Context: an optimization exercise on an open-source flow, tuned for small area and a short achievable clock period. The choices shown serve that exercise and are no tape-out recipe.
The RTL was checked by simulation tests, not by an equivalence proof against the original design.
No activity file was given, so power comes from the tool's default toggle rates.

**run.sh**
```bash
#!/bin/bash
# synth_recipe.tcl (not shown) runs the flow's synth.tcl, then flattens the netlist and writes it again
# the make line also repeats each setting of config.mk as NAME=value (left out here)
make -C /OpenROAD-flow-scripts/flow DESIGN_CONFIG=/design/flow/config.mk WORK_HOME=/design/flow/orfs CLKGATE_MAP_FILE= SYNTH_SCRIPT=/design/flow/synth_recipe.tcl finish
```
**config.mk**
```make
export PLATFORM = sky130hd
export DESIGN_NAME = hw8Pipelined
export DESIGN_NICKNAME = hw8Pipelined
export VERILOG_FILES = /design/flow/design.v
export SDC_FILE = /design/flow/constraint.sdc
export NUM_CORES = 4
export LEC_CHECK = 0
export CAP_MARGIN = 20
export CORE_MARGIN = 2
export CORE_UTILIZATION = 40
export SLEW_MARGIN = 20
```
**constraint.sdc**
```tcl
create_clock -name core_clock -period 5.5 [get_ports {CLK}]
set_input_delay 1.1000 -clock core_clock [delete_from_list [all_inputs] [get_ports {CLK}]]
set_output_delay 1.1000 -clock core_clock [all_outputs]
set_load 0.01 [all_outputs]
```
**design.v**
```verilog
module hw8Pipelined        #(parameter WL = 8)
                    (input signed [WL-1:0] in1,
                    input signed [WL-1:0] in2,
						  input signed [WL-1:0] in3,
						  input signed [WL-1:0] c1,
                    input signed [WL-1:0] c2,
						  input signed [WL-1:0] c3,
						  input CLK,
                    output reg [(WL*2)+1:0] q);
		reg signed [(WL*2)-1:0] o1, o2, o3;
		always @(posedge CLK) begin 
		o1 <= in1 * c1;
		o2 <= in2 * c2;
		o3 <= in3 * c3;
		q <= o1 + o2 + o3;
         end
endmodule
```
==> key figures <==
Floorplanning
  • Starting utilization of the core area: 40.7%
  • Core area: 0.0243 mm2
  • DIE WIDTH: 161 um
  • Row count: 57
  • Die Height: 161 um
  • Die area: 0.0260 mm2
  • I/O pins: 67

CTS
  • Number of buffers created by CTS: 9
  • Clock-pin slew of the registers on the worst-case setup and hold paths: 0.05 ns
  • Clock latency on the worst-skew pair: 0.32 ns
  • CTS sink count: 66
  • CTS Hold Buffers Added: 0
  • Post-CTS Setup Inserts: 0
  • H-tree levels: 3
  • CTS tree: yes
  • CTS max path bufs: 2
  • Cts repair resizes: 0
  • CTS root buf: clkbuf_16

Detailed routing
  • Starting DRT DRC Count: 260
  • Post-route ant nets: 0
  • Routed WL: 18.1 mm
  • WL per Instance: 12.2 um
  • DR vias: 6669
  • Drt drc: 0
  • Drt pass-1 iters: 5
  • Via/cell ratio: 4.51

Worst setup path
  • Worst Setup End Kind: flop
  • Critical Path RT: 5.70 ns
  • Crit Path Category: in2reg
  • Maximum fanout along the worst path: 8
  • Worst EP arrival: 5.37 ns
  • R2R cell count: 12
  • CP startpoint kind: input port

Place
  • Port bufs: 66
  • Hpwl dp: 16.4 mm
  • RD Place Congestion: 0.826

Yosys
  • Register area share after synthesis: 13.3%
  • Synth async-reset ratio: 0%
  • Synth Area in Compound Gates: 6.57%
  • Simple-gate share of the synthesized area: 14.9%
  • Seq cells post-synth: 66
  • Mapped Area: 0.00990 mm2
  • Synth top area share: 36.8%
  • Yosys Warn Count: 1
  • Mean Syn Cell Area: 9.66 um2
  • Count leader, synth: inv_1
  • Adder-Cell Fraction of Synth Area: 49.8%
  • Multiplexer share of the synthesized area: 0.442%
  • Largest family of logic cells by synthesized area: adder cells
  • XOR/XNOR share of the synthesized area: 5.31%
  • Mapped Nets: 1359
  • Top cell type by total area after synthesis: fa_1
  • Post-synth top flop: dfxtp_1
  • Post-Syn Instances: 1025
  • Yosys cell types: 46
  • Top area cells in the synthesized netlist: fa_1 (37%), dfxtp_1 (13%), ha_1 (13%)
  • Post-synth EDFFs: 0
  • Top cells by count, synth: inv_1 (250), fa_1 (182), and2_1 (129)

Timing
  • Fin crit period: 5.17 ns
  • Setup tns final: 0 ns
  • Relative slew slack: 70.1%
  • Period utilization: 94.0%
  • Hold Violations, Final: 0
  • Pins over their slew limit: 0
  • Finish-stage setup viols: 0
  • Least-Margin Pin Slew: 0.446 ns
  • Max Clk Rate: 0.193 GHz
  • Final Skew: 0.00383 ns
  • RSZ-0062 raised after global routing: no

Global routing
  • Initial antenna violation count: 0
  • Total global-route track usage: 15.1%
  • First-pass GRT wire length: 32.3 mm
  • Remaining Overflow, GRT: 0
  • Number of global-route vias before repair: 6942
  • Largest net degree at the start of global routing: 13

Status
  • Status: no timing/DRC/antenna violations

Final layout
  • Share of layout cells above drive strength 1: 6.59%
  • Fin util: 47.8%
  • Fin nets: 1483
  • # diodes: 0
  • Area grow syn2layout: 17.5%

Hold path
  • Hold Path Class: reg2reg
  • Worst hold path stage count: 3

Job
  • Max Cap Violations: 0

Pwr
  • IR drop worst, VDD: 0.398 mV
  • Pwr dens: 581 mW/mm2
  • Leak: 5.63 nW
## registers in the layout (all words and copies together) (netlist names)
register / cells
o1: 16
o2: 16
q: 18
o3: 16
## cell type report
cell class,count,area [um2]
multi-input cells,708,7630
clock inverters,7,93.8
fillers,2324,12700
inverters,250,938
flip-flops and latches,66,1320
clock buffers,9,225
repair buffers,114,1020
well taps,324,405
## cells by family (layout without fill, tap and decap cells)
group,after synthesis,after routing
buffers and inverters,251,380
multiplexers,4,4
adder cells (fa/ha/maj),285,285
flip-flops,66,66
XOR/XNOR,60,60
AND/OR/NAND/NOR,264,264
AO/OA/AOI/OAI,95,95
## power breakdown
group / leakage, nW / total, W / switching [W] / internal [W]
clock network: 0.151 / 0.000595 / 0.000200 / 0.000395
logic: 4.93 / 0.00524 / 0.00278 / 0.00245
registers: 0.556 / 0.000924 / 0.000127 / 0.000797
## cell usage in the layout, fill, tap and decap left out, types with 6 or more instances in the layout
cell	n
a21o_1	8
a21oi_1	32
a31oi_1	8
and2_1	129
buf_4	48
clkbuf_16	9
clkdlybuf4s50_1	66
dfxtp_1	66
fa_1	182
ha_1	103
inv_1	250
nand2_1	54
nand2b_1	10
nor2_1	18
nor2b_1	25
nor3_1	8
o21a_1	8
o21ai_0	16
xnor2_1	54
xor2_1	6
## stage by stage
step / hold WS, ns / cell area (um2) / power (W) / setup WS (ns) / instances
after CTS: 0.600 / 11600 / 0.00684 / 0.359 / 1478
after global routing: 0.673 / 11600 / 0.00757 / 0.0321 / 1478
final: 0.592 / 11600 / 0.00675 / 0.330 / 1478
after global placement: 0.595 / 11300 / 0.00613 / 0.0299 / 1462
after floorplan: 0.549 / 9900 / 0.00496 / 0.744 / 1025
after detailed placement: 0.593 / 11300 / 0.00619 / 0.0258 / 1462
## worst paths after layout
check,slack [ns],start,end
worst max-delay path,0.33,in1[5],o1[15]
worst min-delay path,0.59,o1[0],q[0]
worst max register to register,2.72,o3[0],q[17]
worst min register to register,0.59,o1[0],q[0]
## layer usage
layer	track usage (%)	part of all wire [%]	vias to the layer above
li1	-	-	3372
met1	21.8	51	3218
met2	25.0	47	74
met3	1.95	2.3	5
met4	2.11	0.40	0
met5	0	0	-
## critical path, cell delays in order
cell,delay [ns]
clkdlybuf4s50_1,0.53
and2_1,0.22
fa_1,0.54
inv_1,0.06
fa_1,0.53
inv_1,0.05
fa_1,0.47
inv_1,0.05
fa_1,0.47
inv_1,0.04
ha_1,0.30
a21o_1,0.16
a31oi_1,0.19
o21ai_0,0.13
a31oi_1,0.23
o21ai_0,0.15
xnor2_1,0.15

[separate check: timing with driven ports]
No port has a modelled driver above. Below, the same layout with a new extraction and two added sets of constraints. Step 1: set_driving_cell puts a clkbuf_16 on CLK and a buf_2 on each other input, an assumption about the parent block. Step 2 adds t to the input delays and takes it off the output delays; t is the mean of the earliest and latest rising clock arrival at the registers after step 1. Input paths then give back, and output paths get back, about the clock's delay inside the block. Slacks: ideal / step 1 / step 2; pairs: ideal / step 1.
t (ns): 0.366
slack for setup (ns): 0.330 / 0.350 / -0.016
hold slack, ns: 0.592 / 0.592 / 0.592
worst data-port slew with drivers (ns): 0.03
cell pins on the clock port's net: 1
Met with ideal ports but missed after step 2: setup timing in this run. For this run, drivers alone change the setup slack by +0.020 ns; drivers and shift together by -0.346 ns.
